This design comes from an exercise in tuning for small area on the open sky130 flow, not from production work. Only simulation tests tie the RTL to the original design; equivalence was not proved. Power and IR drop assume default switching activity.

==> flow/run.sh <==
#!/bin/bash
# synth_recipe.tcl (not shown) runs the flow's synth.tcl, then flattens the netlist and writes it again
# the make line also repeats each setting of config.mk as NAME=value (left out here)
make -C /OpenROAD-flow-scripts/flow DESIGN_CONFIG=/design/flow/config.mk WORK_HOME=/design/flow/orfs CLKGATE_MAP_FILE= SYNTH_SCRIPT=/design/flow/synth_recipe.tcl finish
==> flow/config.mk <==
export PLATFORM = sky130hd
export DESIGN_NAME = master_port
export DESIGN_NICKNAME = master_port
export VERILOG_FILES = /design/flow/design.v
export SDC_FILE = /design/flow/constraint.sdc
export NUM_CORES = 4
export LEC_CHECK = 0
export CAP_MARGIN = 20
export CORE_MARGIN = 2
export CORE_UTILIZATION = 40
export SLEW_MARGIN = 20
==> flow/constraint.sdc <==
create_clock -name core_clock -period 5.0 [get_ports {clk}]
set_input_delay 1.0000 -clock core_clock [delete_from_list [all_inputs] [get_ports {clk}]]
set_output_delay 1.0000 -clock core_clock [all_outputs]
set_load 0.01 [all_outputs]
==> flow/design.v <==
module master_in_port #(parameter DATA_LEN=8, parameter BURST_LEN=12)(
	input clk, 
	input reset,
	input tx_done,
	input [1:0]instruction,
	input [BURST_LEN-1:0]burst_num,
	output reg[DATA_LEN-1:0]data,
	output reg rx_done,
	output reg new_rx,
	input rx_data,
	input slave_valid,
	output reg master_ready);
reg [2:0]state;
reg [DATA_LEN-1:0]temp_data;
parameter IDLE=0, WAIT_HANDSHAKE=1, RECEIVE_DATA=2;
integer count;
integer burst_count;
always @ (posedge clk or posedge reset) 
begin
	if (reset)
	begin
		count <= 0;
		state <= IDLE;
		data  <= 0;
		temp_data <= 0;
		rx_done <= 0;
		new_rx <= 0;
		master_ready <= 1;
		burst_count <= 0;
	end	
	else
		case (state)
		IDLE:
		begin
			if (instruction == 2'b11 && tx_done == 1)
			begin
				count <= 0;
				state <= WAIT_HANDSHAKE;
				data	<= data;
				temp_data <= temp_data;		
				rx_done <= 0;
				new_rx <= 0;
				master_ready <= 1;
				burst_count <= 0;
			end
			else
			begin
				count <= count;
				state <= IDLE;
				data	<= data;
				temp_data <= temp_data;	
				rx_done <= 0;
				new_rx <= 0;
				master_ready <= 1;
				burst_count <= burst_count;
			end
		end
		WAIT_HANDSHAKE:
		begin
			if (slave_valid == 1 && master_ready == 1)
			begin
				count <= count + 1;
				state <= RECEIVE_DATA;
				temp_data[count] <= rx_data;
				data <= data;	
				rx_done <= rx_done;
				new_rx <= 0;
				master_ready <= 0;
				burst_count <= burst_count;
			end
			else
			begin
				count <= count;
				state <= WAIT_HANDSHAKE;
				data	<= data;
				temp_data <= temp_data;	
				rx_done <= rx_done;
				new_rx <= 0;
				master_ready <= 1;
				burst_count <= burst_count;
			end
		end
		RECEIVE_DATA:
		begin
			if (count >= DATA_LEN-1)
			begin
				count <= 0;
				if (burst_count >= burst_num)
				begin
					state <= IDLE;
					rx_done <= 1;
					burst_count <= burst_count;
				end
				else
				begin
					state <= WAIT_HANDSHAKE;
					rx_done <= 0;
					burst_count <= burst_count+1;
				end
				new_rx <= 1;  
				temp_data[count] <= rx_data;
				data[count] <= rx_data;
				data[DATA_LEN-2:0] <= temp_data[DATA_LEN-2:0];
				master_ready <= 1;
			end
			else
			begin
				count <= count + 1;
				state <= RECEIVE_DATA;
				temp_data[count] <= rx_data;
				data <= data;	
				rx_done <= rx_done;
				new_rx <= new_rx;
				master_ready <= 0;
				burst_count <= burst_count;
			end
		end
		default:
		begin 
			count <= count;
			state <= IDLE;
			data	<= data;
			temp_data <= temp_data;	
			rx_done <= 0;
			new_rx <= 0;
			master_ready <= 1;
			burst_count <= burst_count;
		end
		endcase
end
endmodule
`timescale 1ns / 1ps
module master_out_port #(parameter SLAVE_LEN=2, parameter ADDR_LEN=12, parameter DATA_LEN=8, parameter BURST_LEN=12)(
	input clk, 
	input reset,
	input slave_select,
	input [1:0]instruction, 
	input [ADDR_LEN-1:0]address,
	input [DATA_LEN-1:0]data,
	input [BURST_LEN-1:0]burst_num,
	input rx_done,
	output reg tx_done,
	input slave_ready,
	input arbitor_busy,
	input bus_busy,
	input approval_grant,
	output reg master_ready,
	output reg approval_request,
	output reg tx_slave_select,
	output reg master_valid,
	output reg write_en,
	output reg read_en,	
	output reg tx_address,
	output reg tx_data,
	output reg tx_burst_num);  
reg [4:0]state;
reg [DATA_LEN-1:0]temp_data;
parameter IDLE=0, WAIT_ARBITOR=1, TRANSMIT_SELECT=2, WAIT_APPROVAL=3, WAIT_HANDSHAKE=4, 
				TRANSMIT_BURST_ADDR_DATA=5, TRANSMIT_ADDR_DATA=6, TRANSMIT_BURST_ADDR=7, TRANSMIT_BURST_DATA=8,
				TRANSMIT_BURST_FIRST_BIT=9, TRANSMIT_DATA=10, TRANSMIT_ADDR=11, WAIT_BUS=12, FIRST_BIT_BURST=13,
				WAIT_HANDSHAKE_BURST=14, TRANSMIT_DATA_BURST=15, FINISH=16, READ_WAIT=17;
parameter INACTIVE=2'b00, WRITE=2'b10, READ=2'b11;
integer count;
integer count2;
integer burst_count;
wire address_bit = (count >= 0 && count < ADDR_LEN) ? address[count] : 1'b0;
wire temp_data_bit = (count >= 0 && count < DATA_LEN) ? temp_data[count] : 1'b0;
wire burst_num_bit = (count2 >= 0 && count2 < BURST_LEN) ? burst_num[count2] : 1'b0;
always @ (posedge clk or posedge reset) 
begin
	if (reset)
	begin
		count <= 0;
		state <=IDLE;
		master_ready<= 1;
		approval_request<= 0;
		tx_slave_select<= 0;
		master_valid<= 0;
		write_en<= 0;
		read_en<= 0;	
		tx_address<= 0;
		tx_data<= 0;
		tx_done<= 0;
		burst_count <= 0;
		temp_data <= 0;
		tx_burst_num <= 0;
		count2 <= 0;
	end
	else
		case (state)
		IDLE:
		begin
			if (instruction[1]==1)
			begin
				if (bus_busy == 0 && arbitor_busy == 0)
				begin
					count <= count+1;
					state <= TRANSMIT_SELECT;
					master_ready<= 0;
					approval_request <= 1;
					tx_slave_select <= slave_select;
					master_valid <= 0;
					write_en <= 0;
					read_en <= 0;	
					tx_address <= tx_address;
					tx_data <= tx_data;
					tx_done <= 0;
					burst_count <= 0;
					temp_data <= data;
					tx_burst_num <= tx_burst_num;
					count2 <= count2;
				end
				else
				begin
					count <= count;
					state <= WAIT_ARBITOR;
					master_ready<= 0;
					approval_request <= 0;
					tx_slave_select <= tx_slave_select;
					master_valid <= 0;
					write_en <= 0;
					read_en <= 0;	
					tx_address <= tx_address;
					tx_data <= tx_data;
					tx_done <= 0;
					burst_count <= 0;
					temp_data <= data;
					tx_burst_num <= tx_burst_num;
					count2 <= count2;
				end
			end
			else
			begin
				count <= 0;
				state <=IDLE;
				master_ready <= 1;
				approval_request <= 0;
				tx_slave_select <= tx_slave_select;
				master_valid <= 0;
				write_en <= 0;
				read_en <= 0;	
				tx_address <= tx_address;
				tx_data <= tx_data;
				tx_done <= 0;
				burst_count <= burst_count;
				temp_data <= temp_data;
				tx_burst_num <= tx_burst_num;
				count2 <= count2;
			end
		end
		WAIT_ARBITOR:
		begin
			if (bus_busy == 0 && arbitor_busy == 0)
			begin
				count <= count+1;
				state <= TRANSMIT_SELECT;
				master_ready<= 0;
				approval_request <= 1;
				tx_slave_select <= slave_select;
				master_valid <= 0;
				write_en <= 0;
				read_en <= 0;	
				tx_address <= tx_address;
				tx_data <= tx_data;
				tx_done <= 0;
				burst_count <= burst_count;
				temp_data <= temp_data;
				tx_burst_num <= tx_burst_num;
				count2 <= count2;
			end
			else
			begin
				count <= count;
				state <= WAIT_ARBITOR;
				master_ready<= 0;
				approval_request <= 0;
				tx_slave_select <= tx_slave_select;
				master_valid <= 0;
				write_en <= 0;
				read_en <= 0;	
				tx_address <= tx_address;
				tx_data <= tx_data;
				tx_done <= 0;
				burst_count <= burst_count;
				temp_data <= temp_data;
				tx_burst_num <= tx_burst_num;
				count2 <= count2;
			end
		end
		TRANSMIT_SELECT:
		begin
			if (count >= SLAVE_LEN-1)
			begin
				count <= 0;
				if (bus_busy==0)
					state <=WAIT_APPROVAL;
				else	
					state <=WAIT_BUS;
				master_ready <= 0;
				approval_request <= 0;
				tx_slave_select <= slave_select;
				master_valid <= 0;
				write_en <= 0;
				read_en <= 0;	
				tx_address <= tx_address;
				tx_data <= tx_data;
				tx_done <= 0;
				burst_count <= burst_count;
				temp_data <= temp_data;
				tx_burst_num <= tx_burst_num;
				count2 <= count2;
			end
			else
			begin
				count <= count+1;
				state <=TRANSMIT_SELECT;
				master_ready <= 0;
				approval_request <= 1;
				tx_slave_select <= slave_select;
				master_valid <= 0;
				write_en <= 0;
				read_en <= 0;	
				tx_address <= tx_address;
				tx_data <= tx_data;
				tx_done <= 0;
				burst_count <= burst_count;
				temp_data <= temp_data;
				tx_burst_num <= tx_burst_num;
				count2 <= count2;
			end
		end
		WAIT_BUS:
		begin
			if (bus_busy==0)
			begin
				count <= count;
				state <= WAIT_APPROVAL;
				master_ready <= 0;
				approval_request <= 0;
				tx_slave_select <= tx_slave_select;
				master_valid <= 0;
				write_en <= 0;
				read_en <= 0;	
				tx_address <= tx_address;
				tx_data <= tx_data;
				tx_done <= 0;
				burst_count <= burst_count;
				temp_data <= temp_data;
				tx_burst_num <= tx_burst_num;
				count2 <= count2;
			end
			else
			begin
				count <= count;
				state <= WAIT_BUS;
				master_ready <= 0;
				approval_request <= 0;
				tx_slave_select <= tx_slave_select;
				master_valid <= 0;
				write_en <= 0;
				read_en <= 0;	
				tx_address <= tx_address;
				tx_data <= tx_data;
				tx_done <= 0;
				burst_count <= burst_count;
				temp_data <= temp_data;
				tx_burst_num <= tx_burst_num;
				count2 <= count2;
			end
		end
		WAIT_APPROVAL:
		begin
			if (approval_grant==1)
			begin
				count <= count+1;
				state <=WAIT_HANDSHAKE;
				master_ready <= 0;
				approval_request <= 0;
				tx_slave_select <= tx_slave_select;
				master_valid <= 1;
				if (instruction[0]==1)
				begin
					write_en <= 0;
					read_en <= 1;	
				end
				else
				begin
					write_en <= 1;
					read_en <= 0;	
				end
				tx_address <= address_bit;
				tx_data <= temp_data_bit;
				tx_done <= 0;
				burst_count <= burst_count;
				temp_data <= temp_data;
				if (burst_num==0)
					tx_burst_num <= 0;
				else
					tx_burst_num <= 1;
				count2 <= 0;
			end
			else
			begin
				if (bus_busy == 1) 
				begin
					count <= 0;
					state <= WAIT_ARBITOR;
					master_ready<= 0;
					approval_request <= 1;
					tx_slave_select <= slave_select;
					master_valid <= 0;
					write_en <= 0;
					read_en <= 0;	
					tx_address <= tx_address;
					tx_data <= tx_data;
					tx_done <= 0;
					burst_count <= burst_count;
					temp_data <= temp_data;
					tx_burst_num <= tx_burst_num;
					count2 <= count2;
				end
				else
				begin
					count <= count;
					state <= WAIT_APPROVAL;
					master_ready <= 0;
					approval_request <= 0;
					tx_slave_select <= tx_slave_select;
					master_valid <= 0;
					write_en <= 0;
					read_en <= 0;	
					tx_address <= tx_address;
					tx_data <= tx_data;
					tx_done <= 0;
					burst_count <= burst_count;
					temp_data <= temp_data;
					tx_burst_num <= tx_burst_num;
					count2 <= count2;
				end
			end
		end
		WAIT_HANDSHAKE:
		begin
			if (master_valid==1 && slave_ready==1)
			begin
				count <= count+1;
				state <=TRANSMIT_BURST_ADDR_DATA;
				master_ready <= 0;
				approval_request <= 0;
				tx_slave_select <= tx_slave_select;
				master_valid <= 1;
				write_en <= write_en;
				read_en <= read_en;
				tx_address <= address_bit;
				tx_data <= temp_data_bit;
				tx_done <= 0;
				burst_count <= burst_count;
				temp_data <= temp_data;
				tx_burst_num <= burst_num_bit;
				count2 <= count2+1;
			end
			else
			begin
				count <= count;
				state <= WAIT_HANDSHAKE;
				master_ready <= 0;
				approval_request <= 0;
				tx_slave_select <= tx_slave_select;
				master_valid <= 1;
				write_en <= write_en;
				read_en <= read_en;	
				tx_address <= tx_address;
				tx_data <= tx_data;
				tx_done <= 0;
				burst_count <= burst_count;
				temp_data <= temp_data;
				tx_burst_num <= tx_burst_num;
				count2 <= count2;
			end
		end
		TRANSMIT_BURST_ADDR_DATA:
		begin
			if (count >= DATA_LEN-1 && count >= ADDR_LEN-1 && count2 >= BURST_LEN-1)
			begin
				count <= 0;
				if (instruction[0]==0)
				begin
					if (burst_num==0)
					begin
						state <= FINISH;
						temp_data <= temp_data;
						tx_done <= 1;
					end
					else
					begin
						state <= FIRST_BIT_BURST;
						temp_data <= temp_data+1;
						tx_done <= 0;
					end
				end
				else
				begin
					state <= READ_WAIT;
					temp_data <= temp_data;
					tx_done <= 1;
				end
				master_ready <= 0;
				approval_request <= 0;
				tx_slave_select <= tx_slave_select;
				master_valid <= 1;
				write_en <= write_en;
				read_en <= read_en;
				tx_address <= address_bit;
				tx_data <= temp_data_bit;
				burst_count <= burst_count;
				tx_burst_num <= burst_num_bit;
				count2 <= count2;
			end
			else if (count < DATA_LEN-1 && count < ADDR_LEN-1 && count2 >= BURST_LEN-1)
			begin
				count <= count+1;
				state <= TRANSMIT_ADDR_DATA;
				master_ready <= 0;
				approval_request <= 0;
				tx_slave_select <= tx_slave_select;
				master_valid <= 1;
				write_en <= write_en;
				read_en <= read_en;
				tx_address <= address_bit;
				tx_data <= temp_data_bit;
				tx_done <= 0;
				burst_count <= burst_count;
				temp_data <= temp_data;
				tx_burst_num <= burst_num_bit;
				count2 <= count2;
			end
			else if (count >= DATA_LEN-1 && count < ADDR_LEN-1 && count2 < BURST_LEN-1)
			begin
				count <= count+1;
				state <= TRANSMIT_BURST_ADDR;
				master_ready <= 0;
				approval_request <= 0;
				tx_slave_select <= tx_slave_select;
				master_valid <= 1;
				write_en <= write_en;
				read_en <= read_en;
				tx_address <= address_bit;
				tx_data <= temp_data_bit;
				tx_done <= 0;
				burst_count <= burst_count;
				temp_data <= temp_data;
				tx_burst_num <= burst_num_bit;
				count2 <= count2+1;
			end
			else if (count < DATA_LEN-1 && count >= ADDR_LEN-1 && count2 < BURST_LEN-1)
			begin
				count <= count+1;
				state <= TRANSMIT_BURST_DATA;
				master_ready <= 0;
				approval_request <= 0;
				tx_slave_select <= tx_slave_select;
				master_valid <= 1;
				write_en <= write_en;
				read_en <= read_en;
				tx_address <= address_bit;
				tx_data <= temp_data_bit;
				tx_done <= 0;
				burst_count <= burst_count;
				temp_data <= temp_data;
				tx_burst_num <= burst_num_bit;
				count2 <= count2+1;
			end
			else if (count >= DATA_LEN-1 && count < ADDR_LEN-1 && count2 >= BURST_LEN-1)
			begin
				count <= count+1;
				state <= TRANSMIT_ADDR;
				master_ready <= 0;
				approval_request <= 0;
				tx_slave_select <= tx_slave_select;
				master_valid <= 1;
				write_en <= write_en;
				read_en <= read_en;
				tx_address <= address_bit;
				tx_data <= temp_data_bit;
				tx_done <= 0;
				burst_count <= burst_count;
				temp_data <= temp_data;
				tx_burst_num <= burst_num_bit;
				count2 <= count2;
			end
			else if (count < DATA_LEN-1 && count >= ADDR_LEN-1 && count2 >= BURST_LEN-1)
			begin
				count <= count+1;
				state <= TRANSMIT_DATA;
				master_ready <= 0;
				approval_request <= 0;
				tx_slave_select <= tx_slave_select;
				master_valid <= 1;
				write_en <= write_en;
				read_en <= read_en;
				tx_address <= address_bit;
				tx_data <= temp_data_bit;
				tx_done <= 0;
				burst_count <= burst_count;
				temp_data <= temp_data;
				tx_burst_num <= burst_num_bit;
				count2 <= count2;
			end
			else if (count >= DATA_LEN-1 && count >= ADDR_LEN-1 && count2 < BURST_LEN-1)
			begin
				count <= 0;
				if (instruction[0]==0)
				begin
					if (burst_num==0)
					begin
						state <= FINISH;
						tx_done <= 1;
						temp_data <= temp_data;
					end
					else
					begin
						state <= TRANSMIT_BURST_FIRST_BIT;
						tx_done <= 0;
						temp_data <= temp_data+1;
					end
				end
				else
				begin
					if (burst_num==0)
					begin
						state <= READ_WAIT;
						tx_done <= 1;
						temp_data <= temp_data;
					end
					else
					begin
						state <= TRANSMIT_BURST_FIRST_BIT;
						tx_done <= 0;
						temp_data <= temp_data+1;
					end
				end
				master_ready <= 0;
				approval_request <= 0;
				tx_slave_select <= tx_slave_select;
				master_valid <= 1;
				write_en <= write_en;
				read_en <= read_en;
				tx_address <= address_bit;
				tx_data <= temp_data_bit;
				burst_count <= burst_count;
				tx_burst_num <= burst_num_bit;
				count2 <= count2+1;
			end
			else
			begin
				count <= count+1;
				state <= TRANSMIT_BURST_ADDR_DATA;
				master_ready <= 0;
				approval_request <= 0;
				tx_slave_select <= tx_slave_select;
				master_valid <= 1;
				write_en <= 0;
				read_en <= 0;	
				tx_address <= address_bit;
				tx_data <= temp_data_bit;
				tx_done <= 0;
				burst_count <= burst_count;
				temp_data <= temp_data;
				tx_burst_num <= burst_num_bit;
				count2 <= count2+1;
			end
		end
		TRANSMIT_ADDR_DATA:
		begin
			if (count >= DATA_LEN-1 && count >= ADDR_LEN-1)
			begin
				count <= 0;
				if (instruction[0]==0)
				begin
					if (burst_num==0)
					begin
						state <= FINISH;
						temp_data <= temp_data;
						tx_done <= 1;
					end
					else
					begin
						state <= FIRST_BIT_BURST;
						temp_data <= temp_data+1;
						tx_done <= 0;
					end
				end
				else
				begin
					state <= READ_WAIT;
					temp_data <= temp_data;
					tx_done <= 1;
				end
				master_ready <= 0;
				approval_request <= 0;
				tx_slave_select <= tx_slave_select;
				master_valid <= 1;
				write_en <= write_en;
				read_en <= read_en;
				tx_address <= address_bit;
				tx_data <= temp_data_bit;
				burst_count <= burst_count;
				tx_burst_num <= tx_burst_num;
				count2 <= count2;
			end
			else if (count >= DATA_LEN-1 && count < ADDR_LEN-1)
			begin
				count <= count+1;
				state <= TRANSMIT_ADDR;
				master_ready <= 0;
				approval_request <= 0;
				tx_slave_select <= tx_slave_select;
				master_valid <= 1;
				write_en <= write_en;
				read_en <= read_en;
				tx_address <= address_bit;
				tx_data <= temp_data_bit;
				tx_done <= 0;
				burst_count <= burst_count;
				temp_data <= temp_data;
				tx_burst_num <= tx_burst_num;
				count2 <= count2;
			end
			else if (count < DATA_LEN-1 && count >= ADDR_LEN-1)
			begin
				count <= count+1;
				state <= TRANSMIT_DATA;
				master_ready <= 0;
				approval_request <= 0;
				tx_slave_select <= tx_slave_select;
				master_valid <= 1;
				write_en <= write_en;
				read_en <= read_en;
				tx_address <= address_bit;
				tx_data <= temp_data_bit;
				tx_done <= 0;
				burst_count <= burst_count;
				temp_data <= temp_data;
				tx_burst_num <= tx_burst_num;
				count2 <= count2;
			end
			else
			begin
				count <= count+1;
				state <= TRANSMIT_ADDR_DATA;
				master_ready <= 0;
				approval_request <= 0;
				tx_slave_select <= tx_slave_select;
				master_valid <= 1;
				write_en <= 0;
				read_en <= 0;	
				tx_address <= address_bit;
				tx_data <= temp_data_bit;
				tx_done <= 0;
				burst_count <= burst_count;
				temp_data <= temp_data;
				tx_burst_num <= tx_burst_num;
				count2 <= count2;
			end
		end
		TRANSMIT_BURST_ADDR:
		begin
			if (count2 >= BURST_LEN-1 && count >= ADDR_LEN-1)
			begin
				count <= 0;
				if (instruction[0]==0)
				begin
					if (burst_num==0)
					begin
						state <= FINISH;
						temp_data <= temp_data;
						tx_done <= 1;
					end
					else
					begin
						state <= FIRST_BIT_BURST;
						temp_data <= temp_data+1;
						tx_done <= 0;
					end
				end
				else
				begin
					state <= READ_WAIT;
					temp_data <= temp_data;
					tx_done <= 1;
				end
				master_ready <= 0;
				approval_request <= 0;
				tx_slave_select <= tx_slave_select;
				master_valid <= 1;
				write_en <= write_en;
				read_en <= read_en;
				tx_address <= address_bit;
				tx_data <= tx_data;
				burst_count <= burst_count;
				tx_burst_num <= burst_num_bit;
				count2 <= count2;
			end
			else if (count2 >= BURST_LEN-1 && count < ADDR_LEN-1)
			begin
				count <= count+1;
				state <= TRANSMIT_ADDR;
				master_ready <= 0;
				approval_request <= 0;
				tx_slave_select <= tx_slave_select;
				master_valid <= 1;
				write_en <= write_en;
				read_en <= read_en;
				tx_address <= address_bit;
				tx_data <= tx_data;
				tx_done <= 0;
				burst_count <= burst_count;
				temp_data <= temp_data;
				tx_burst_num <= burst_num_bit;
				count2 <= count2;
			end
			else if (count2 < BURST_LEN-1 && count >= ADDR_LEN-1)
			begin
				count <= 0;
				if (instruction[0]==0)
				begin
					if (burst_num==0)
					begin
						state <= FINISH;
						temp_data <= temp_data;
						tx_done <= 1;
					end
					else
					begin
						state <= TRANSMIT_BURST_FIRST_BIT;
						temp_data <= temp_data+1;
						tx_done <= 0;
					end
				end
				else
				begin
					if (burst_num==0)
					begin
						state <= READ_WAIT;
						temp_data <= temp_data;
						tx_done <= 1;
					end
					else
					begin
						state <= TRANSMIT_BURST_FIRST_BIT;
						temp_data <= temp_data+1;
						tx_done <= 0;
					end
				end
				master_ready <= 0;
				approval_request <= 0;
				tx_slave_select <= tx_slave_select;
				master_valid <= 1;
				write_en <= write_en;
				read_en <= read_en;
				tx_address <= address_bit;
				tx_data <= tx_data;
				burst_count <= burst_count;
				tx_burst_num <= burst_num_bit;
				count2 <= count2+1;
			end
			else
			begin
				count <= count+1;
				state <= TRANSMIT_BURST_ADDR;
				master_ready <= 0;
				approval_request <= 0;
				tx_slave_select <= tx_slave_select;
				master_valid <= 1;
				write_en <= 0;
				read_en <= 0;	
				tx_address <= address_bit;
				tx_data <= tx_data;
				tx_done <= 0;
				burst_count <= burst_count;
				temp_data <= temp_data;
				tx_burst_num <= burst_num_bit;
				count2 <= count2+1;
			end
		end
		TRANSMIT_BURST_DATA:
		begin
			if (count >= DATA_LEN-1 && count2 >= BURST_LEN-1)
			begin
				count <= 0;
				if (instruction[0]==0)
				begin
					if (burst_num==0)
					begin
						state <= FINISH;
						temp_data <= temp_data;
						tx_done <= 1;
					end
					else
					begin
						state <= FIRST_BIT_BURST;
						temp_data <= temp_data+1;
						tx_done <= 0;
					end
				end
				else
				begin
					state <= READ_WAIT;
					temp_data <= temp_data;
					tx_done <= 1;
				end
				master_ready <= 0;
				approval_request <= 0;
				tx_slave_select <= tx_slave_select;
				master_valid <= 1;
				write_en <= write_en;
				read_en <= read_en;
				tx_address <= tx_address;
				tx_data <= temp_data_bit;
				burst_count <= burst_count;
				tx_burst_num <= burst_num_bit;
				count2 <= count2;
			end
			else if (count >= DATA_LEN-1 && count2 < BURST_LEN-1)
			begin
				count <= 0;
				if (instruction[0]==0)
				begin
					if (burst_num==0)
					begin
						state <= FINISH;
						temp_data <= temp_data;
						tx_done <= 1;
					end
					else
					begin
						state <= TRANSMIT_BURST_FIRST_BIT;						
						temp_data <= temp_data+1;
						tx_done <= 0;
					end
				end
				else
				begin
					if (burst_num==0)
					begin
						state <= READ_WAIT;
						tx_done <= 1;
					end
					else
					begin
						state <= TRANSMIT_BURST_FIRST_BIT;
						tx_done <= 0;
					end
				end
				master_ready <= 0;
				approval_request <= 0;
				tx_slave_select <= tx_slave_select;
				master_valid <= 1;
				write_en <= write_en;
				read_en <= read_en;
				tx_address <= tx_address;
				tx_data <= temp_data_bit;
				burst_count <= burst_count;
				tx_burst_num <= burst_num_bit;
				count2 <= count2+1;
			end
			else if (count < DATA_LEN-1 && count2 >= BURST_LEN-1)
			begin
				count <= count+1;
				state <= TRANSMIT_DATA;
				master_ready <= 0;
				approval_request <= 0;
				tx_slave_select <= tx_slave_select;
				master_valid <= 1;
				write_en <= write_en;
				read_en <= read_en;
				tx_address <= tx_address;
				tx_data <= temp_data_bit;
				tx_done <= 0;
				burst_count <= burst_count;
				temp_data <= temp_data;
				tx_burst_num <= burst_num_bit;
				count2 <= count2;
			end
			else
			begin
				count <= count+1;
				state <= TRANSMIT_BURST_DATA;
				master_ready <= 0;
				approval_request <= 0;
				tx_slave_select <= tx_slave_select;
				master_valid <= 1;
				write_en <= 0;
				read_en <= 0;	
				tx_address <= tx_address;
				tx_data <= temp_data_bit;
				tx_done <= 0;
				burst_count <= burst_count;
				temp_data <= temp_data;
				tx_burst_num <= burst_num_bit;
				count2 <= count2+1;
			end
		end
		TRANSMIT_DATA:
		begin
			if (count >= DATA_LEN-1)
			begin
				count <= 0;
				if (instruction[0]==0)
				begin
					if (burst_num==0)
					begin
						state <= FINISH;
						temp_data <= temp_data;
						tx_done <= 1;
					end
					else
					begin
						state <= FIRST_BIT_BURST;
						temp_data <= temp_data+1;
						tx_done <= 0;
					end
				end
				else
				begin
					state <= READ_WAIT;
					temp_data <= temp_data;
					tx_done <= 1;
				end
				master_ready <= 0;
				approval_request <= 0;
				tx_slave_select <= tx_slave_select;
				master_valid <= 1;
				write_en <= write_en;
				read_en <= read_en;
				tx_address <= tx_address;
				tx_data <= temp_data_bit;
				burst_count <= burst_count;
				tx_burst_num <= tx_burst_num;
				count2 <= count2;
			end
			else
			begin
				count <= count+1;
				state <= TRANSMIT_DATA;
				master_ready <= 0;
				approval_request <= 0;
				tx_slave_select <= tx_slave_select;
				master_valid <= 1;
				write_en <= write_en;
				read_en <= read_en;	
				tx_address <= tx_address;
				tx_data <= temp_data_bit;
				tx_done <= 0;
				burst_count <= burst_count;
				temp_data <= temp_data;
				tx_burst_num <= tx_burst_num;
				count2 <= count2;
			end
		end
		TRANSMIT_ADDR:
		begin
			if (count >= ADDR_LEN-1)
			begin
				count <= 0;
				if (instruction[0]==0)
				begin
					if (burst_num==0)
					begin
						state <= FINISH;
						temp_data <= temp_data;
						tx_done <= 1;
					end
					else
					begin
						state <= FIRST_BIT_BURST;
						temp_data <= temp_data+1;
						tx_done <= 0;
					end
				end
				else
				begin
					state <= READ_WAIT;
					temp_data <= temp_data;
					tx_done <= 1;
				end
				master_ready <= 0;
				approval_request <= 0;
				tx_slave_select <= tx_slave_select;
				master_valid <= 1;
				write_en <= write_en;
				read_en <= read_en;
				tx_address <= address_bit;
				tx_data <= tx_data;
				burst_count <= burst_count;
				tx_burst_num <= tx_burst_num;
				count2 <= count2;
			end
			else
			begin
				count <= count+1;
				state <= TRANSMIT_ADDR;
				master_ready <= 0;
				approval_request <= 0;
				tx_slave_select <= tx_slave_select;
				master_valid <= 1;
				write_en <= write_en;
				read_en <= read_en;
				tx_address <= address_bit;
				tx_data <= tx_data;
				tx_done <= 0;
				burst_count <= burst_count;
				temp_data <= temp_data;
				tx_burst_num <= tx_burst_num;
				count2 <= count2;
			end
		end
		TRANSMIT_BURST_FIRST_BIT:
		begin
			if (count2 >= BURST_LEN-1)
			begin
				count <= count+1;
				if (instruction[0]==0)
				begin
					state <= WAIT_HANDSHAKE_BURST;
					tx_done <= 0;
				end
				else
				begin
					state <= READ_WAIT;
					tx_done <= 1;
				end
				master_ready <= 0;
				approval_request <= 0;
				tx_slave_select <= tx_slave_select;
				master_valid <= 1;
				write_en <= write_en;
				read_en <= read_en;
				tx_address <= tx_address;
				tx_data <= temp_data_bit;
				temp_data <= temp_data;
				burst_count <= burst_count+1;
				tx_burst_num <= burst_num_bit;
				count2 <= count2;
			end
			else
			begin
				count <= count;
				state <= TRANSMIT_BURST_FIRST_BIT;
				master_ready <= 0;
				approval_request <= 0;
				tx_slave_select <= tx_slave_select;
				master_valid <= 1;
				write_en <= write_en;
				read_en <= read_en;
				tx_address <= tx_address;
				tx_data <= tx_data;
				tx_done <= 0;
				burst_count <= burst_count;
				temp_data <= temp_data;
				tx_burst_num <= burst_num_bit;
				count2 <= count2+1;
			end
		end
		FIRST_BIT_BURST:
		begin
			count <= count+1;
			state <=WAIT_HANDSHAKE_BURST;
			master_ready <= 0;
			approval_request <= 0;
			tx_slave_select <= tx_slave_select;
			master_valid <= 1;
			write_en <= write_en;
			read_en <= read_en;	
			tx_address <= tx_address;
			tx_data <= temp_data_bit;
			tx_done <= 0;
			burst_count <= burst_count+1;
			temp_data <= temp_data;	
			tx_burst_num <= tx_burst_num;
			count2 <= count2;
		end
		WAIT_HANDSHAKE_BURST:
		begin
			if (master_valid==1 && slave_ready==1)
			begin
				count <= count+1;
				state <=TRANSMIT_DATA_BURST;
				master_ready <= 0;
				approval_request <= 0;
				tx_slave_select <= tx_slave_select;
				master_valid <= 1;
				write_en <= write_en;
				read_en <= read_en;
				tx_address <= tx_address;
				tx_data <= temp_data_bit;
				tx_done <= 0;
				burst_count <= burst_count;
				temp_data <= temp_data;
				tx_burst_num <= tx_burst_num;
				count2 <= count2;
			end
			else
			begin
				count <= count;
				state <= WAIT_HANDSHAKE_BURST;
				master_ready <= 0;
				approval_request <= 0;
				tx_slave_select <= tx_slave_select;
				master_valid <= 1;
				write_en <= write_en;
				read_en <= read_en;	
				tx_address <= tx_address;
				tx_data <= tx_data;
				tx_done <= 0;
				burst_count <= burst_count;
				temp_data <= temp_data;
				tx_burst_num <= tx_burst_num;
				count2 <= count2;
			end
		end
		TRANSMIT_DATA_BURST:
		begin
			if (count >= DATA_LEN-1)
			begin
				count <= 0;
				if (burst_count >= burst_num)
				begin
					state <= FINISH;
					temp_data <= temp_data;
					tx_done <= 1;
				end
				else
				begin
					state <= FIRST_BIT_BURST;
					temp_data <= temp_data+1;
					tx_done <= 0;
				end
				master_ready <= 0;
				approval_request <= 0;
				tx_slave_select <= tx_slave_select;
				master_valid <= 1;
				write_en <= write_en;
				read_en <= read_en;
				tx_address <= tx_address;
				tx_data <= temp_data_bit;
				burst_count <= burst_count;
				tx_burst_num <= tx_burst_num;
				count2 <= count2;
			end
			else
			begin
				count <= count+1;
				state <= TRANSMIT_DATA_BURST;
				master_ready <= 0;
				approval_request <= 0;
				tx_slave_select <= tx_slave_select;
				master_valid <= 1;
				write_en <= write_en;
				read_en <= read_en;	
				tx_address <= tx_address;
				tx_data <= temp_data_bit;
				tx_done <= 0;
				burst_count <= burst_count;
				temp_data <= temp_data;
				tx_burst_num <= tx_burst_num;
				count2 <= count2;
			end
		end
		READ_WAIT:
		begin
			count <= 0;
			if (rx_done == 1)
				state <= IDLE;
			else
				state <= READ_WAIT;
			master_ready <= 1;
			approval_request <= 0;
			tx_slave_select <= tx_slave_select;
			master_valid <= 0;
			write_en <= 0;
			read_en <= 0;	
			tx_address <= tx_address;
			tx_data <= tx_data;
			tx_done <= 0;
			burst_count <= burst_count;
			temp_data <= temp_data;
			tx_burst_num <= tx_burst_num;
			count2 <= count2;
		end
		FINISH:
		begin
			count <= 0;
			state <=IDLE;
			master_ready <= 1;
			approval_request <= 0;
			tx_slave_select <= tx_slave_select;
			master_valid <= 0;
			write_en <= 0;
			read_en <= 0;	
			tx_address <= tx_address;
			tx_data <= tx_data;
			tx_done <= 0;
			burst_count <= burst_count;
			temp_data <= temp_data;
			tx_burst_num <= tx_burst_num;
			count2 <= count2;
		end
		default:
		begin 
			count <= 0;
			state <= IDLE;
			master_ready <= 1;
			approval_request <= 0;
			tx_slave_select <= tx_slave_select;
			master_valid <= 0;
			write_en <= 0;
			read_en <= 0;
			tx_address <= tx_address;
			tx_data <= tx_data;
			tx_done <= 0;
			burst_count <= 0;
			temp_data <= 0;
			tx_burst_num <= tx_burst_num;
			count2 <= 0;
		end
		endcase
end
endmodule
module master_port #(parameter SLAVE_LEN=2, parameter ADDR_LEN=12, parameter DATA_LEN=8, parameter BURST_LEN=12)(
	input clk, 
	input reset,
	input [1:0]instruction,
	input slave_select,
	input [ADDR_LEN-1:0]address,
	input [DATA_LEN-1:0]data_out,
	input [BURST_LEN-1:0]burst_num,
	output [DATA_LEN-1:0]data_in,
	output rx_done,
	output tx_done,
	output new_rx,
	input arbitor_busy,
	input bus_busy,
	input approval_grant,
	output approval_request,
	output tx_slave_select,
	output trans_done,
	input rx_data,
	output tx_address,
	output tx_data,
	output tx_burst_num,
	input slave_valid,
	input slave_ready,
	output master_valid,
	output master_ready,
	output write_en,
	output read_en);
wire master_ready_IN;
wire master_ready_OUT;
assign master_ready = master_ready_IN && master_ready_OUT;
assign trans_done = (instruction==2'b10) ? tx_done : ((instruction==2'b11) ? rx_done : tx_done);
master_in_port #(.DATA_LEN(DATA_LEN), .BURST_LEN(BURST_LEN)) MASTER_IN_PORT(
	.clk(clk), 
	.reset(reset),
	.tx_done(tx_done),
	.instruction(instruction),
	.burst_num(burst_num),
	.data(data_in),
	.rx_done(rx_done),
	.new_rx(new_rx),
	.rx_data(rx_data),
	.slave_valid(slave_valid),
	.master_ready(master_ready_IN));
master_out_port #(.SLAVE_LEN(SLAVE_LEN), .ADDR_LEN(ADDR_LEN), .DATA_LEN(DATA_LEN), .BURST_LEN(BURST_LEN)) MASTER_OUT_PORT(
	.clk(clk), 
	.reset(reset),
	.slave_select(slave_select),
	.instruction(instruction), 
	.address(address),
	.data(data_out),
	.burst_num(burst_num),
	.rx_done(rx_done),
	.tx_done(tx_done),
	.slave_ready(slave_ready),
	.arbitor_busy(arbitor_busy),
	.bus_busy(bus_busy),	
	.approval_grant(approval_grant),
	.master_ready(master_ready_OUT),
	.approval_request(approval_request),
	.tx_slave_select(tx_slave_select),
	.master_valid(master_valid),
	.write_en(write_en),
	.read_en(read_en),	
	.tx_address(tx_address),
	.tx_data(tx_data),
	.tx_burst_num(tx_burst_num));
endmodule
==> run notes <==
final timing paths:
kind,slack [ns],to,start
worst min register to register,0.48,MASTER_IN_PORT.burst_count[24],MASTER_IN_PORT.burst_count[24]
worst max register to register,1.12,MASTER_IN_PORT.temp_data[1],MASTER_IN_PORT.count[0]
worst min-delay path,0.48,MASTER_IN_PORT.burst_count[24],MASTER_IN_PORT.burst_count[24]
worst max-delay path,1.12,MASTER_IN_PORT.temp_data[1],MASTER_IN_PORT.count[0]
max in group asynchronous,2.99,MASTER_IN_PORT.burst_count[26],reset
min in group asynchronous,0.98,MASTER_OUT_PORT.temp_data[3],reset
cell type report:
cell class | count | area [um^2] | share of cell area, %
Clock inverter | 12 | 185.2 | 1.162
Clock buffer | 36 | 729.5 | 4.578
Inverter | 53 | 202.7 | 1.272
Sequential cell | 203 | 5082 | 31.90
Tap cell | 455 | 569.3 | 3.573
Timing Repair Buffer | 94 | 888.4 | 5.575
Multi-Input combinational cell | 1319 | 8277 | 51.94
stage by stage:
| stage | std cells | util (%) |
|---|---|---|
| final | 2172 | 46.24 |
| after global routing | 2172 | 46.24 |
| after CTS | 2172 | 46.22 |
| after detailed placement | 2124 | 43.57 |
| after global placement | 2124 | 43.57 |
| after floorplan | 1672 | - |
registers in the layout, indices dropped and copies added, names as in the netlist, 2 cells and up:
name                         flops
MASTER_IN_PORT.temp_data         7
MASTER_OUT_PORT.state            5
MASTER_IN_PORT.count            32
MASTER_IN_PORT.burst_count      32
MASTER_OUT_PORT.count2          32
MASTER_OUT_PORT.burst_count     32
MASTER_IN_PORT.state             2
MASTER_OUT_PORT.temp_data        8
MASTER_OUT_PORT.count           32
MASTER_IN_PORT.data              8
cell families (layout without fill, tap and decap cells):
| family | count (synthesis) | after routing | synth area share (%) |
|---|---|---|---|
| and+or+nand+nor | 770 | 770 | 28.89 |
| AOI/OAI and AO/OA | 400 | 400 | 18.77 |
| DFF | 203 | 203 | 36.49 |
| buffers and inverters | 150 | 195 | 4.204 |
| xor gates and xnor gates | 69 | 69 | 4.339 |
| muxes | 42 | 42 | 3.899 |
| adders and majority gates | 38 | 38 | 3.414 |
synthesized netlist by cell type, drive strengths merged (38+ instances only):
library cell | instances | area (um^2)
nor2 | 168 | 638.1
nand4 | 55 | 344.1
inv | 51 | 191.4
clkbuf | 80 | 301.5
nor3 | 42 | 210.2
and2 | 39 | 244.0
xnor2 | 43 | 376.6
dfrtp | 201 | 5030
nand3 | 97 | 490.5
a21oi | 79 | 395.4
ha | 38 | 475.5
nand2 | 154 | 578.1
o21ai | 129 | 645.6
nor4 | 52 | 382.9
layout by cell type (no fill, tap or decap), types with 7 or more instances in the layout:
master / Yosys / routed
sky130_fd_sc_hd__nand2_1: 154 / 154
sky130_fd_sc_hd__or2_2: 13 / 13
sky130_fd_sc_hd__nand3_1: 96 / 96
sky130_fd_sc_hd__o41ai_1: 7 / 7
sky130_fd_sc_hd__a22oi_1: 9 / 9
sky130_fd_sc_hd__mux4_2: 8 / 8
sky130_fd_sc_hd__inv_1: 51 / 50
sky130_fd_sc_hd__clkbuf_1: 79 / 7
sky130_fd_sc_hd__and3_1: 37 / 37
sky130_fd_sc_hd__clkbuf_16: 0 / 27
sky130_fd_sc_hd__mux2_2: 11 / 11
sky130_fd_sc_hd__xor2_1: 26 / 25
sky130_fd_sc_hd__o211ai_1: 12 / 12
sky130_fd_sc_hd__nor3_1: 42 / 42
sky130_fd_sc_hd__and2_1: 38 / 38
sky130_fd_sc_hd__nor2b_1: 11 / 11
sky130_fd_sc_hd__nor2_1: 167 / 167
sky130_fd_sc_hd__or3_1: 26 / 26
sky130_fd_sc_hd__o21ai_0: 128 / 128
sky130_fd_sc_hd__clkinv_2: 0 / 7
sky130_fd_sc_hd__a31oi_1: 20 / 20
sky130_fd_sc_hd__o31ai_1: 21 / 20
sky130_fd_sc_hd__clkdlybuf4s50_1: 0 / 63
sky130_fd_sc_hd__mux2_1: 7 / 7
sky130_fd_sc_hd__and4_1: 14 / 14
sky130_fd_sc_hd__or4_1: 14 / 14
sky130_fd_sc_hd__a211oi_1: 15 / 15
sky130_fd_sc_hd__ha_1: 38 / 38
sky130_fd_sc_hd__a21o_1: 16 / 16
sky130_fd_sc_hd__a21oi_1: 79 / 78
sky130_fd_sc_hd__mux2i_1: 16 / 16
sky130_fd_sc_hd__buf_4: 2 / 29
sky130_fd_sc_hd__xnor2_1: 43 / 43
sky130_fd_sc_hd__a311oi_1: 7 / 7
sky130_fd_sc_hd__a221oi_1: 10 / 10
sky130_fd_sc_hd__dfrtp_1: 201 / 201
sky130_fd_sc_hd__nand4_1: 55 / 55
sky130_fd_sc_hd__nor4_1: 47 / 47
sky130_fd_sc_hd__nand2b_1: 25 / 25
where the power goes:
part	internal, W	switching (W)
sequential	0.00174	0.000153
combinational	0.000839	0.00154
clock	0.00127	0.000732
routing by layer:
layer	share of wire, %	wire, um	vias up	GRT usage [%]
li1	-	-	6238	-
met1	46	18050	6183	30.30
met2	46	18030	395	34.87
met3	5.1	1988	79	2.595
met4	2.6	1013	0	6.679
met5	0	0	-	0
==> flow_summary.ini <==
[status]
status = finished clean

[final_layout]
area_added_between_synthesis_and_finish_pct = 14.40
fin_nets = 1778
drive_gt1_share_pct = 7.455
number_of_antenna_cells_inserted = 0
post-route-cell-area_um2 = 15930
n_fill_cell = 3353

[setup_path]
crit_fanout = 17
cp.arrival_ns = 4.29
crit_path_cell_trace = inv_1 > ha_1 > buf_4 > nor4b_1 > nand4_1 > nor4b_1 > o21ai_0 > or4_4 > a2111oi_4 > nand4_1 > mux2_1
startpoint_class = flip-flop
worst_r2r_path_depth = 11
kind_of_critical_path = flip-flop to flip-flop
worstSetupPathDepth = 11
critical_path.top_delay_family = simple AND/OR/NAND/NOR gates
cp_num_buf_inv = 2
critical_path_required_ns = 5.41
critical-path-max-stage-delay_ns = 0.54
worst_path_max_delay_cell = sky130_fd_sc_hd__dfrtp_1
timing.critical_path.to_type = flip-flop

[place]
dp_slack_ns = 0.9905
numPortBuffers = 63
gp_congestion = 0.8970
place.detailed.hpwl_um = 27910
dpl_cell_area_um2 = 15010

[cts]
cts-root-buf = sky130_fd_sc_hd__clkbuf_16
cts_htree_levels = 1
hold_fix_buffers_cts = 0
clkTransAtPathRegs_ns = 0.06
clkLatencyLatePin_ns = 0.54
numCtsBuffers = 26
cts_tree = built
cts.repair.resized = 0
clock_sink_count = 203
clock_tree.buffer_depth = 3
postCtsSetupBuffers = 0

[grt]
grt_pass1_wl_um = 64960
grt_start_max_net_pins = 106
overflow = 0
grt_antenna_before_repair = 0
first_global_vias = 12424
global_route.usage.total_pct = 21.62

[synthesis]
ys_ff_latch = 203
syn_area_um2 = 13930
count_of_mapped_cells_out_of_synthesis = 1672
async_reset_ff_share_pct = 100.0
synth.net_count = 1753
synth-main-ff-cell = sky130_fd_sc_hd__dfrtp_1
number_of_library_cell_types_mapped_by_synthesis = 88
synth.yosys.seq_area_share_pct = 36.49
synth.yosys.warnings = 2
synth-edff-count = 0
syn-mean-instance-area_um2 = 8.330

[detailed_routing]
initialDrtViolationCount = 1033
drt.antenna.violating_nets = 0
drtPass1Iterations = 6
drc_errors = 0
post_drt_via_cell_ratio = 5.937
routed_wirelength_um = 39090
wl_per_cell_um = 18.00
vias_post_dr = 12895

[worst_hold_path]
hold_class = flip-flop to flip-flop
hold_depth = 1

[timing]
timing.fmax_mhz = 257.6
timing.slew.headroom_pct = 30.09
setup-tns-final_ns = 0
timing.final.max_slew_violations = 0
final_min_period_over_clock_period_pct = 77.65
finalHoldViolations = 0
finalHoldWorstSlack_ns = 0.4824
fin_skew_ns = 0.02269
worstMarginPinSlew_ns = 1.041
fin_worst_setup_slack_ns = 1.118
finalWorstPathRequiredPeriod_ns = 3.882
rsz0062_at_grt = no
final_setup_fails = 0

[die]
pin_count = 64
core-area_um2 = 34460
row_count = 68
dieWidth_um = 190.6
die_y_um = 190.6
initial_core_util_pct = 40.42
die-area_um2 = 36330

[pwr]
vdd_ir_drop_max_v = 0.0002433
fin_total_pwr_w = 0.006271
power_leakage_nw = 6.728
powerDensity_nw_per_um2 = 393.6

[flow_run]
max-cap-violations = 0

==> re-timing with driven ports <==
No port has a modelled driver above. Below, the same layout with a new extraction and two added sets of constraints. Step 1 assumes that a clkbuf_16 drives the clock port and a buf_2 every other input. Step 2 times the ports against the registers' clock, not the clock port: input delays grow and output delays shrink by t, the midpoint of the rising clock arrivals with the driver on. a / b / c = ideal ports / drivers / drivers and shift; a / b = the first two.
shift t [ns]: 0.583
slack for setup (ns): 1.118 / 1.118 / 0.917
worst hold slack (ns): 0.482 / 0.482 / 0.482
pins driven straight from the clock port: 1
After both steps this run still meets setup and hold. The setup slack of this run moves by 0.000 ns with the drivers and by -0.201 ns with both steps.
